Context: an optimization exercise on an open-source flow, tuned for small area and a short achievable clock period. The choices shown serve that exercise and are no tape-out recipe. No functional check of the RTL was part of any run shown here. Power figures rest on the tool's default switching activity, not on a simulated workload.

==> flow/design.v <==
module neuron(
    input  logic clk,
    input  logic rst_n,
    input  logic signed [7:0] x,
    input  logic signed [7:0] w,
    input  logic signed [7:0] bias,
    output logic signed [17:0] y
);
  logic [7:0] x1;
  logic [3:0] bone, btwo, bneg;
  wire [8:0] we = {w, 1'b0};
  logic [3:0] one_d, two_d, neg_d;
  always_comb begin
    for (int i = 0; i < 4; i++) begin
      one_d[i] = we[2*i+1] ^ we[2*i];
      two_d[i] = (we[2*i+2] & ~we[2*i+1] & ~we[2*i]) | (~we[2*i+2] & we[2*i+1] & we[2*i]);
      neg_d[i] = we[2*i+2] & ~(we[2*i+1] & we[2*i]);
    end
  end
  always_ff @(posedge clk or negedge rst_n) begin
    if (!rst_n) begin
      x1 <= 8'd0; bone <= 4'd0; btwo <= 4'd0; bneg <= 4'd0;
    end else begin
      x1 <= x; bone <= one_d; btwo <= two_d; bneg <= neg_d;
    end
  end
  wire sel0_0 = (bone[0] & x1[0]);
  wire sel0_1 = (bone[0] & x1[1]) | (btwo[0] & x1[0]);
  wire sel0_2 = (bone[0] & x1[2]) | (btwo[0] & x1[1]);
  wire sel0_3 = (bone[0] & x1[3]) | (btwo[0] & x1[2]);
  wire sel0_4 = (bone[0] & x1[4]) | (btwo[0] & x1[3]);
  wire sel0_5 = (bone[0] & x1[5]) | (btwo[0] & x1[4]);
  wire sel0_6 = (bone[0] & x1[6]) | (btwo[0] & x1[5]);
  wire sel0_7 = (bone[0] & x1[7]) | (btwo[0] & x1[6]);
  wire sel0_8 = (bone[0] & x1[7]) | (btwo[0] & x1[7]);
  wire pp0_0 = sel0_0 ^ bneg[0];
  wire pp0_1 = sel0_1 ^ bneg[0];
  wire pp0_2 = sel0_2 ^ bneg[0];
  wire pp0_3 = sel0_3 ^ bneg[0];
  wire pp0_4 = sel0_4 ^ bneg[0];
  wire pp0_5 = sel0_5 ^ bneg[0];
  wire pp0_6 = sel0_6 ^ bneg[0];
  wire pp0_7 = sel0_7 ^ bneg[0];
  wire ps0_s = sel0_8 ^ bneg[0];
  wire sel1_0 = (bone[1] & x1[0]);
  wire sel1_1 = (bone[1] & x1[1]) | (btwo[1] & x1[0]);
  wire sel1_2 = (bone[1] & x1[2]) | (btwo[1] & x1[1]);
  wire sel1_3 = (bone[1] & x1[3]) | (btwo[1] & x1[2]);
  wire sel1_4 = (bone[1] & x1[4]) | (btwo[1] & x1[3]);
  wire sel1_5 = (bone[1] & x1[5]) | (btwo[1] & x1[4]);
  wire sel1_6 = (bone[1] & x1[6]) | (btwo[1] & x1[5]);
  wire sel1_7 = (bone[1] & x1[7]) | (btwo[1] & x1[6]);
  wire sel1_8 = (bone[1] & x1[7]) | (btwo[1] & x1[7]);
  wire pp1_0 = sel1_0 ^ bneg[1];
  wire pp1_1 = sel1_1 ^ bneg[1];
  wire pp1_2 = sel1_2 ^ bneg[1];
  wire pp1_3 = sel1_3 ^ bneg[1];
  wire pp1_4 = sel1_4 ^ bneg[1];
  wire pp1_5 = sel1_5 ^ bneg[1];
  wire pp1_6 = sel1_6 ^ bneg[1];
  wire pp1_7 = sel1_7 ^ bneg[1];
  wire ps1_s = sel1_8 ^ bneg[1];
  wire sel2_0 = (bone[2] & x1[0]);
  wire sel2_1 = (bone[2] & x1[1]) | (btwo[2] & x1[0]);
  wire sel2_2 = (bone[2] & x1[2]) | (btwo[2] & x1[1]);
  wire sel2_3 = (bone[2] & x1[3]) | (btwo[2] & x1[2]);
  wire sel2_4 = (bone[2] & x1[4]) | (btwo[2] & x1[3]);
  wire sel2_5 = (bone[2] & x1[5]) | (btwo[2] & x1[4]);
  wire sel2_6 = (bone[2] & x1[6]) | (btwo[2] & x1[5]);
  wire sel2_7 = (bone[2] & x1[7]) | (btwo[2] & x1[6]);
  wire sel2_8 = (bone[2] & x1[7]) | (btwo[2] & x1[7]);
  wire pp2_0 = sel2_0 ^ bneg[2];
  wire pp2_1 = sel2_1 ^ bneg[2];
  wire pp2_2 = sel2_2 ^ bneg[2];
  wire pp2_3 = sel2_3 ^ bneg[2];
  wire pp2_4 = sel2_4 ^ bneg[2];
  wire pp2_5 = sel2_5 ^ bneg[2];
  wire pp2_6 = sel2_6 ^ bneg[2];
  wire pp2_7 = sel2_7 ^ bneg[2];
  wire ps2_s = sel2_8 ^ bneg[2];
  wire sel3_0 = (bone[3] & x1[0]);
  wire sel3_1 = (bone[3] & x1[1]) | (btwo[3] & x1[0]);
  wire sel3_2 = (bone[3] & x1[2]) | (btwo[3] & x1[1]);
  wire sel3_3 = (bone[3] & x1[3]) | (btwo[3] & x1[2]);
  wire sel3_4 = (bone[3] & x1[4]) | (btwo[3] & x1[3]);
  wire sel3_5 = (bone[3] & x1[5]) | (btwo[3] & x1[4]);
  wire sel3_6 = (bone[3] & x1[6]) | (btwo[3] & x1[5]);
  wire sel3_7 = (bone[3] & x1[7]) | (btwo[3] & x1[6]);
  wire sel3_8 = (bone[3] & x1[7]) | (btwo[3] & x1[7]);
  wire pp3_0 = sel3_0;
  wire pp3_1 = sel3_1 ^ (bneg[3] & (sel3_0));
  wire pp3_2 = sel3_2 ^ (bneg[3] & (sel3_0 | sel3_1));
  wire pp3_3 = sel3_3 ^ (bneg[3] & (sel3_0 | sel3_1 | sel3_2));
  wire pp3_4 = sel3_4 ^ (bneg[3] & (sel3_0 | sel3_1 | sel3_2 | sel3_3));
  wire pp3_5 = sel3_5 ^ (bneg[3] & (sel3_0 | sel3_1 | sel3_2 | sel3_3 | sel3_4));
  wire pp3_6 = sel3_6 ^ bneg[3];
  wire pp3_7 = sel3_7 ^ bneg[3];
  wire ps3_s = sel3_8 ^ bneg[3];
  wire neg3c = bneg[3] & ~(sel3_0 | sel3_1 | sel3_2 | sel3_3 | sel3_4 | sel3_5);
  wire hs0 = pp0_4 ^ pp1_2;
  wire hc0 = pp0_4 & pp1_2;
  wire hs1 = pp0_5 ^ pp1_3;
  wire hc1 = pp0_5 & pp1_3;
  wire fs2 = pp0_6 ^ pp1_4 ^ pp2_2;
  wire fc2 = (pp0_6 & pp1_4) | (pp0_6 & pp2_2) | (pp1_4 & pp2_2);
  wire fs3 = pp0_7 ^ pp1_5 ^ pp2_3;
  wire fc3 = (pp0_7 & pp1_5) | (pp0_7 & pp2_3) | (pp1_5 & pp2_3);
  wire fs4 = ps0_s ^ pp1_6 ^ pp2_4;
  wire fc4 = (ps0_s & pp1_6) | (ps0_s & pp2_4) | (pp1_6 & pp2_4);
  wire fs5 = ps0_s ^ pp1_7 ^ pp2_5;
  wire fc5 = (ps0_s & pp1_7) | (ps0_s & pp2_5) | (pp1_7 & pp2_5);
  wire fs6 = ~ps0_s ^ ~ps1_s ^ pp2_6;
  wire fc6 = (~ps0_s & ~ps1_s) | (~ps0_s & pp2_6) | (~ps1_s & pp2_6);
  wire hs7 = pp2_7 ^ 1'b1;
  wire hc7 = pp2_7 & 1'b1;
  wire hs8 = ~ps2_s ^ pp3_6;
  wire hc8 = ~ps2_s & pp3_6;
  wire hs9 = pp0_2 ^ pp1_0;
  wire hc9 = pp0_2 & pp1_0;
  wire hs10 = pp0_3 ^ pp1_1;
  wire hc10 = pp0_3 & pp1_1;
  wire fs11 = pp2_0 ^ bneg[2] ^ hs0;
  wire fc11 = (pp2_0 & bneg[2]) | (pp2_0 & hs0) | (bneg[2] & hs0);
  wire fs12 = pp2_1 ^ hs1 ^ hc0;
  wire fc12 = (pp2_1 & hs1) | (pp2_1 & hc0) | (hs1 & hc0);
  wire fs13 = pp3_0 ^ hc1 ^ fs2;
  wire fc13 = (pp3_0 & hc1) | (pp3_0 & fs2) | (hc1 & fs2);
  wire fs14 = pp3_1 ^ fs3 ^ fc2;
  wire fc14 = (pp3_1 & fs3) | (pp3_1 & fc2) | (fs3 & fc2);
  wire fs15 = pp3_2 ^ fs4 ^ fc3;
  wire fc15 = (pp3_2 & fs4) | (pp3_2 & fc3) | (fs4 & fc3);
  wire fs16 = pp3_3 ^ fs5 ^ fc4;
  wire fc16 = (pp3_3 & fs5) | (pp3_3 & fc4) | (fs5 & fc4);
  wire fs17 = pp3_4 ^ fs6 ^ fc5;
  wire fc17 = (pp3_4 & fs6) | (pp3_4 & fc5) | (fs6 & fc5);
  wire fs18 = pp3_5 ^ hs7 ^ fc6;
  wire fc18 = (pp3_5 & hs7) | (pp3_5 & fc6) | (hs7 & fc6);
  wire fs19 = neg3c ^ hs8 ^ hc7;
  wire fc19 = (neg3c & hs8) | (neg3c & hc7) | (hs8 & hc7);
  wire fs20 = pp3_7 ^ 1'b1 ^ hc8;
  wire fc20 = (pp3_7 & 1'b1) | (pp3_7 & hc8) | (1'b1 & hc8);
  logic [16:0] ps, pc;
  assign ps[15] = 1'b1;
  assign ps[16] = 1'b1;
  assign pc[1] = 1'b0;
  assign pc[15] = 1'b0;
  assign pc[16] = 1'b0;
  always_ff @(posedge clk) begin
    ps[0] <= pp0_0;
    ps[1] <= pp0_1;
    ps[2] <= bneg[1];
    ps[3] <= hs10;
    ps[4] <= fs11;
    ps[5] <= fs12;
    ps[6] <= fs13;
    ps[7] <= fs14;
    ps[8] <= fs15;
    ps[9] <= fs16;
    ps[10] <= fs17;
    ps[11] <= fs18;
    ps[12] <= fs19;
    ps[13] <= fs20;
    ps[14] <= ~ps3_s;
    pc[0] <= bneg[0];
    pc[2] <= hs9;
    pc[3] <= hc9;
    pc[4] <= hc10;
    pc[5] <= fc11;
    pc[6] <= fc12;
    pc[7] <= fc13;
    pc[8] <= fc14;
    pc[9] <= fc15;
    pc[10] <= fc16;
    pc[11] <= fc17;
    pc[12] <= fc18;
    pc[13] <= fc19;
    pc[14] <= fc20;
  end
  logic [16:0] acc;
  wire [16:0] cs_s = acc ^ ps ^ pc;
  wire [16:0] cs_c = (acc & ps) | (acc & pc) | (ps & pc);
  wire [16:0] acc_d = cs_s + {cs_c[15:0], 1'b0};
  always_ff @(posedge clk or negedge rst_n) begin
    if (!rst_n) acc <= 17'd0;
    else acc <= acc_d;
  end
  logic vld;
  always_ff @(posedge clk or negedge rst_n) begin
    if (!rst_n) vld <= 1'b0;
    else vld <= 1'b1;
  end
  logic [17:0] v;
  always_ff @(posedge clk) v <= {acc[16], acc} + {{10{bias[7]}}, bias};
  logic [16:0] r;
  wire keep = vld & ~v[17];
  always_ff @(posedge clk) r <= v[16:0] & {17{keep}};
  logic [16:0] r2, yr;
  always_ff @(posedge clk or negedge rst_n) begin
    if (!rst_n) begin r2 <= 17'd0; yr <= 17'd0; end
    else begin r2 <= r; yr <= r2; end
  end
  assign y = {1'b0, yr};
endmodule
==> flow/flow/run.sh <==
#!/bin/bash
# Standard ORFS layout, except that the port buffers are the smallest
# plain buffer (buffer_ports picks a slow delay cell by default) and the
# clock tree uses fewer, larger sink clusters and no dummy loads.
# Each step's full output goes to a log file in the work folder.
set -euo pipefail
export BUFFER_PORTS_ARGS="-buffer_cell sky130_fd_sc_hd__buf_1"
export CTS_ARGS="-sink_clustering_enable -repair_clock_nets -sink_clustering_size 30 -sink_clustering_max_diameter 200 -buf_list {sky130_fd_sc_hd__clkbuf_4 sky130_fd_sc_hd__clkbuf_8} -dont_use_dummy_load"
bash standard.sh synth > synth.log 2>&1
bash standard.sh > layout.log 2>&1
==> flow/standard.sh <==
#!/bin/bash
# synth_recipe.tcl (not shown) runs the flow's synth.tcl, then flattens the netlist and writes it again
# the make line also repeats each setting of config.mk as NAME=value (left out here)
make -C /OpenROAD-flow-scripts/flow DESIGN_CONFIG=/design/flow/config.mk WORK_HOME=/design/flow/orfs CLKGATE_MAP_FILE= SYNTH_SCRIPT=/design/flow/synth_recipe.tcl "${@:-finish}"
==> flow/config.mk <==
export PLATFORM = sky130hd
export DESIGN_NAME = neuron
export DESIGN_NICKNAME = neuron
export VERILOG_FILES = /design/flow/design.v
export SDC_FILE = /design/flow/constraint.sdc
export NUM_CORES = 4
export LEC_CHECK = 0
export CAP_MARGIN = 20
export CORE_MARGIN = 2
export CORE_UTILIZATION = 40
export SETUP_SLACK_MARGIN = 3.8
export SLEW_MARGIN = 20
==> flow/constraint.sdc <==
create_clock -name core_clock -period 6.0 [get_ports {clk}]
set_input_delay 1.2000 -clock core_clock [delete_from_list [all_inputs] [get_ports {clk}]]
set_output_delay 1.2000 -clock core_clock [all_outputs]
set_load 0.01 [all_outputs]
==> flow_summary.json, run 1 <==
{
  "hold_viol": 0,
  "clk_path_buf_depth": 2,
  "async_flop_share": 0.529,
  "h-tree-depth": 4,
  "holdPathStages": 0,
  "syn_nets": 673,
  "rows": 46,
  "crit_path_end_kind": "flop",
  "power.total_mw": 4.87,
  "r2r_end": "acc[11]",
  "tightest_slew_ps": 954,
  "synth_top_area_frac": 0.278,
  "cts_tree": "yes",
  "min_from": "r[12]",
  "setup_viol": 0,
  "initial_core_util": 0.408,
  "wl_met3_um": 408,
  "hold_ws_ps": 324,
  "dieHeight_um": 131,
  "synth_edf_count": 0,
  "power.internal_mw": 2.95,
  "yosys_register_bits": 136,
  "die_x_um": 131,
  "hold_end": "r2[12]",
  "synth_area_per_cell_um2": 11.3,
  "place_hpwl_um": 8250,
  "antenna_cells": 0,
  "route.met2.wl_um": 5850,
  "critPathLaunchType": "input port",
  "maxSlewHeadroom": 0.364,
  "crit_required_ps": 6370,
  "synth_area_leader_cell": "dfrtp_1",
  "reg2reg_depth": 8,
  "wl_per_cell_um": 13.5,
  "syn_area_um2": 6480,
  "nFillCells": 1410,
  "clk_pin_slew_ps": 70,
  "clock.fmax_ghz": 0.410,
  "pwr-share-seq": 0.291,
  "firstDrtPassIters": 4,
  "status": "no timing/DRC/antenna violations",
  "grt_pass1_wl_um": 20200,
  "vdd_drop_max_v": 0.000259,
  "fin_util": 0.489,
  "fin_skew_ps": 20.0,
  "hold_path_class": "reg -> reg",
  "fin_nets": 742,
  "rrSetupSlack_ps": 3570,
  "cts-root-buf": "clkbuf_8",
  "pwr-share-comb": 0.600,
  "netSwitchingPower_mw": 1.92,
  "swShare": 0.395,
  "place_area_um2": 6940,
  "vias": 4245,
  "slew_viol_final": 0,
  "synth.distinct_cells": 57,
  "drive_above_1_share": 0.224,
  "setup_tns_ps": 0,
  "cp_max_fo": 3,
  "final_area_um2": 7770,
  "yosysWarnings": 1,
  "grt_pass1_vias": 4350,
  "power_per_cell_area_nw_per_um2": 627,
  "drt_iter0_markers": 211,
  "ys.flop_type": "dfrtp_1",
  "die_area_um2": 17200,
  "synthCells": 576,
  "track_usage": 0.146,
  "cts_buffers": 17,
  "rsz0062_at_grt": "true",
  "fin_crit_sh": 0.406,
  "grt.overflow.total": 0,
  "core-area_um2": 15900,
  "postCtsHoldBufs": 0,
  "worstReg2RegStart": "acc[3]",
  "wl_um": 11600,
  "final_cell_mix": "63 x dfrtp_1, 63 x dfxtp_1, 34 x buf_4",
  "syn_to_final_growth_pct": 19.9,
  "io_buffers": 42,
  "arrival_ps": 2810,
  "via_per_inst": 4.94,
  "grt_max_degree": 73,
  "top_layer_used": "met4",
  "synthTopCellsByArea": "dfrtp_1 28%, dfxtp_1 20%, fa_1 9.0%",
  "ioPinCount": 44,
  "maxCapViolCount": 0,
  "drc": 0,
  "clkPwrFrac": 0.109,
  "gp_congestion": 0.879,
  "power.leakage_nw": 3.34,
  "clock-sinks": 136,
  "wl_met1_um": 4950,
  "clkLatencyLatePin_ps": 430,
  "crit_type": "in -> reg",
  "drtAntennaViolNets": 0,
  "grt_antenna_before_repair": 0,
  "seq_area_frac_synth": 0.475,
  "layout_min_cycle_time_ps": 2440
}
## flip-flops by register name, indices dropped and copies added (netlist names)
| name | flops |
|---|---|
| pc | 14 |
| yr | 17 |
| bneg | 4 |
| r2 | 17 |
| x1 | 8 |
| acc | 17 |
| vld | 1 |
| bone | 4 |
| v | 18 |
| r | 17 |
| btwo | 4 |
| ps | 15 |
## worst max-delay path, cell delays in order
cell and delay, ps:
buf_6 70, ha_4 120, inv_2 30, fa_2 340, nand2b_4 160, a21oi_4 140
o211ai_1 170, a211o_1 300, o211ai_1 120, xor2_1 150
## cells in the mapped netlist (4+ instances only)
library cell / n
nor2_1: 21
o31ai_1: 6
nand4_1: 4
nand3_1: 5
and2_1: 17
inv_1: 39
a21oi_1: 26
o211ai_1: 5
clkbuf_1: 24
nand2b_1: 7
dfrtp_1: 72
o21ai_1: 5
nor2b_1: 9
o21ai_0: 18
nand3b_1: 6
o21a_1: 8
a21o_1: 13
fa_1: 29
dfxtp_1: 64
a22oi_1: 24
nand2_1: 26
ha_1: 42
xor2_1: 27
xnor2_1: 31
## power by group through the flow
stage	Sequential, mW	Clock [mW]	Combinational (mW)
global placement	1.44	0	2.19
global route	1.45	0.605	3.26
CTS	1.42	0.559	2.61
floorplan	1.40	0	1.82
finish	1.42	0.533	2.92
detailed placement	1.45	0	2.21
## stage by stage
stage | instances | worst slack [ps]
after global routing | 859 | 3470
after global placement | 806 | 2740
after floorplan | 576 | 3270
after detailed placement | 806 | 2680
after CTS | 842 | 3590
final | 859 | 3560
## routing by layer
metal,track usage,vias up
met5,0,-
met4,0.0779,0
met3,0.0397,32
met2,0.249,109
met1,0.166,2019
li1,-,2085
## cell type report
class	count	area, um2	area share
multi-input cells	373	3540	0.455
flip-flops and latches	136	3100	0.398
repair buffers	78	490	0.0631
well taps	216	270	0.0348
clock buffers	17	234	0.0301
inverters	39	146	0.0188
## how the worst max path moves through the flow
stage / startpoint / end / slack (ps)
floorplan: bias[0] / v[16] / 3270
global placement: bias[7] / v[16] / 2740
detailed placement: bias[7] / v[16] / 2680
CTS: bias[0] / v[16] / 3590
global route: acc[3] / acc[11] / 3470
finish: bias[0] / v[16] / 3560
## logic make-up (layout without fill, tap and decap cells)
| group | Yosys count | after routing | synth area share |
|---|---|---|---|
| other cells | 2 | 2 | 0.00116 |
| mux | 2 | 2 | 0.00347 |
| compound gates | 137 | 137 | 0.148 |
| xor+xnor | 58 | 58 | 0.0783 |
| fa+ha+maj | 71 | 71 | 0.171 |
| simple gates | 103 | 103 | 0.0818 |
| buf+inv | 67 | 134 | 0.0409 |
| flops | 136 | 136 | 0.475 |
## timing repair
| item | 4_1_cts | 5_1_grt |
|---|---|---|
| pin swaps | 39 | 28 |
| buffers inserted | 19 | 17 |
| gates resized for setup | 44 | 44 |
| setup endpoints to repair | 25 | 27 |
==> run 2, diff against run 1 <==
--- a/flow/config.mk
+++ b/flow/config.mk
@@ -5,8 +5,9 @@
 export SDC_FILE = /design/flow/constraint.sdc
 export NUM_CORES = 4
 export LEC_CHECK = 0
+export ABC_AREA = 1
 export CAP_MARGIN = 20
 export CORE_MARGIN = 2
 export CORE_UTILIZATION = 40
-export SETUP_SLACK_MARGIN = 3.8
+export SETUP_SLACK_MARGIN = 3.75
 export SLEW_MARGIN = 20
==> flow_summary.json, run 2 <==
{
  "final_cell_mix": "143 x nand2_1, 112 x inv_1, 70 x dfrtp_1",
  "nFillCells": 1542,
  "gp_congestion": 0.857,
  "drt_iter0_markers": 186,
  "seq_area_frac_synth": 0.469,
  "synthMostInstantiatedCell": "nand2_1",
  "critPathTopFamily": "adder cells",
  "synthTopCellsByArea": "dfrtp_1 27%, dfxtp_1 19%, fa_1 8.8%",
  "track_usage": 0.141,
  "power.total_mw": 4.29,
  "grt_antenna_before_repair": 0,
  "synth_area_leader_cell": "dfrtp_1",
  "syn_area_um2": 6570,
  "clk_pin_slew_ps": 70,
  "syn_nets": 805,
  "hold_path_class": "reg -> reg",
  "grt.overflow.total": 0,
  "h-tree-depth": 4,
  "vias": 4499,
  "clk_path_buf_depth": 2,
  "maxSlewHeadroom": 0.366,
  "clock-sinks": 136,
  "wl_per_cell_um": 11.6,
  "cp.buffers_inverters": 3,
  "rows": 46,
  "clkPwrFrac": 0.124,
  "synth_area_per_cell_um2": 9.28,
  "status": "no timing/DRC/antenna violations",
  "critPathLaunchType": "flop",
  "cts_buffers": 17,
  "fin_skew_ps": 22.4,
  "crit_type": "reg -> reg",
  "drtAntennaViolNets": 0,
  "tightest_slew_ps": 951,
  "crit_required_ps": 6290,
  "power.leakage_nw": 3.71,
  "dieHeight_um": 132,
  "seqCellArea_um2": 3090,
  "layout_min_cycle_time_ps": 2150,
  "antenna_cells": 0,
  "slew_viol_final": 0,
  "synth_edf_count": 0,
  "cts_tree": "yes",
  "cp_max_fo": 5,
  "cts-root-buf": "clkbuf_8",
  "setup_viol": 0,
  "netSwitchingPower_mw": 1.87,
  "firstDrtPassIters": 5,
  "arrival_ps": 2440,
  "clkLatencyLatePin_ps": 430,
  "yosys_register_bits": 136,
  "place_hpwl_um": 8960,
  "path_cells": "inv_1 -> a21oi_2 -> xor2_2 -> buf_4 -> fa_1 -> inv_1 -> fa_1",
  "clock.fmax_ghz": 0.465,
  "yosysWarnings": 1,
  "yosys-top-cells-count": "144 x nand2_1, 116 x inv_1, 72 x dfrtp_1",
  "fin_crit_sh": 0.358,
  "ioPinCount": 44,
  "via_per_inst": 4.58,
  "drc": 0,
  "pwr-share-comb": 0.552,
  "slowest_stage": "fa_1",
  "multiInputGateArea_um2": 3130,
  "largest_reg_flops": 18,
  "grt_pass1_vias": 4401,
  "fin_nets": 866,
  "critPathMaxStageDelay_ps": 540,
  "hold_viol": 0,
  "ys.flop_type": "dfrtp_1",
  "rsz0062_at_grt": "true",
  "grt_pass1_wl_um": 19800,
  "crit_path_end_kind": "flop",
  "wl_um": 11400,
  "core-area_um2": 15900,
  "die_area_um2": 17500,
  "power_per_cell_area_nw_per_um2": 582,
  "pwr-share-seq": 0.324,
  "die_x_um": 132,
  "synthCells": 708,
  "maxCapViolCount": 0,
  "synth.distinct_cells": 32,
  "swShare": 0.436,
  "initial_core_util": 0.412,
  "synth_top_area_frac": 0.274,
  "final_common_cell": "nand2_1",
  "top_register": "v",
  "setup_tns_ps": 0,
  "vdd_drop_max_v": 0.000255,
  "io_buffers": 42,
  "grt_max_degree": 73,
  "power.internal_mw": 2.42,
  "drive_above_1_share": 0.0756,
  "syn_to_final_growth_pct": 12.2,
  "async_flop_share": 0.529
}
-- run 2: logic make-up (layout without fill, tap and decap cells) --
family,count (synthesis),in the layout,synth area share
flops,136,136,0.469
buf+inv,124,183,0.0720
fa+ha+maj,71,71,0.168
xor+xnor,50,50,0.0666
simple gates,247,247,0.154
compound gates,78,78,0.0689
other cells,2,2,0.00114
-- run 2: final timing paths --
check                      slack [ps]       to   from  cells past startpoint
setup reg to reg                 3850    ps[8]  x1[7]                      7
hold / removal                    320    r2[5]   r[5]                      0
min in group asynchronous         940    yr[1]  rst_n                      1
hold reg to reg                   320    r2[5]   r[5]                      0
setup / recovery                 3850    ps[8]  x1[7]                      7
max in group asynchronous        4370  bneg[1]  rst_n                      1
-- run 2: layout make-up --
cell class,instances,share of cell area
clock buffer,17,0.0317
timing repair buffer,47,0.0275
tap,216,0.0367
sequential,136,0.418
inverter,119,0.0611
multi-input combinational,448,0.425
-- run 2: repair_timing --
item	in CTS	in global routing
endpoints found under the setup margin	16	15
pin swaps	1	5
gates cloned	0	0
hold buffers	0	0
resized for setup	5	19
setup buffers	3	2
-- run 2: power by group through the flow --
stage          Sequential [mW]  Combinational [mW]  Clock [mW]
4_1_cts                   1.39                2.32       0.556
5_1_grt                   1.43                2.76       0.592
2_1_floorplan             1.38                1.78           0
3_5_place_dp              1.41                2.27           0
3_3_place_gp              1.41                2.23           0
6_report                  1.39                2.37       0.532
-- run 2: stage by stage --
step | hold slack [ps] | std cells | instance area (um2) | util | worst slack, ps
2_1_floorplan | 316 | 708 | 6590 | - | 3670
3_3_place_gp | 317 | 961 | 6990 | 0.439 | 3240
3_5_place_dp | 320 | 961 | 6990 | 0.439 | 3190
4_1_cts | 328 | 981 | 7270 | 0.456 | 3770
5_1_grt | 321 | 983 | 7370 | 0.462 | 3730
6_report | 320 | 983 | 7370 | 0.462 | 3850
-- run 2: metal layers --
layer  vias to the layer above  global-route usage  wire (um)
li1                       2328                   -          -
met5                         -                   0          0
met3                        25              0.0361        468
met4                         0              0.0669        273
met1                      2051               0.162       5030
met2                        95               0.247       5650

-- what the ideal ports hide --
The flow's constraints put no driver on any port. The routed layouts listed below were extracted and timed again, unchanged, in two steps.
Step 1 sets driving cells, clkbuf_16 on the clock port and buf_2 on the other inputs (assumed; they add their load-dependent delay and slew).
Step 2 moves the port delays by t, midway between the first and last clock arrival at a register: inputs arrive t later, outputs are due t later. That takes back most of the time a late clock gives input paths.
Three values: ideal ports, drivers, drivers and shift; two values: the first two.
run | shift t [ns] | setup slack, ns | worst hold slack (ns) | worst data-port slew with drivers (ns)
run 1 | 0.462 | 3.563 / 3.563 / 3.102 | 0.324 / 0.324 / 0.324 | 0.05
run 2 | 0.458 | 3.851 / 3.849 / 3.403 | 0.320 / 0.320 / 0.320 | 0.03
After both steps setup and hold are still met in every run listed. The setup slack of run 1, which loses most, moves by 0.000 ns with the drivers and by -0.461 ns with both steps.
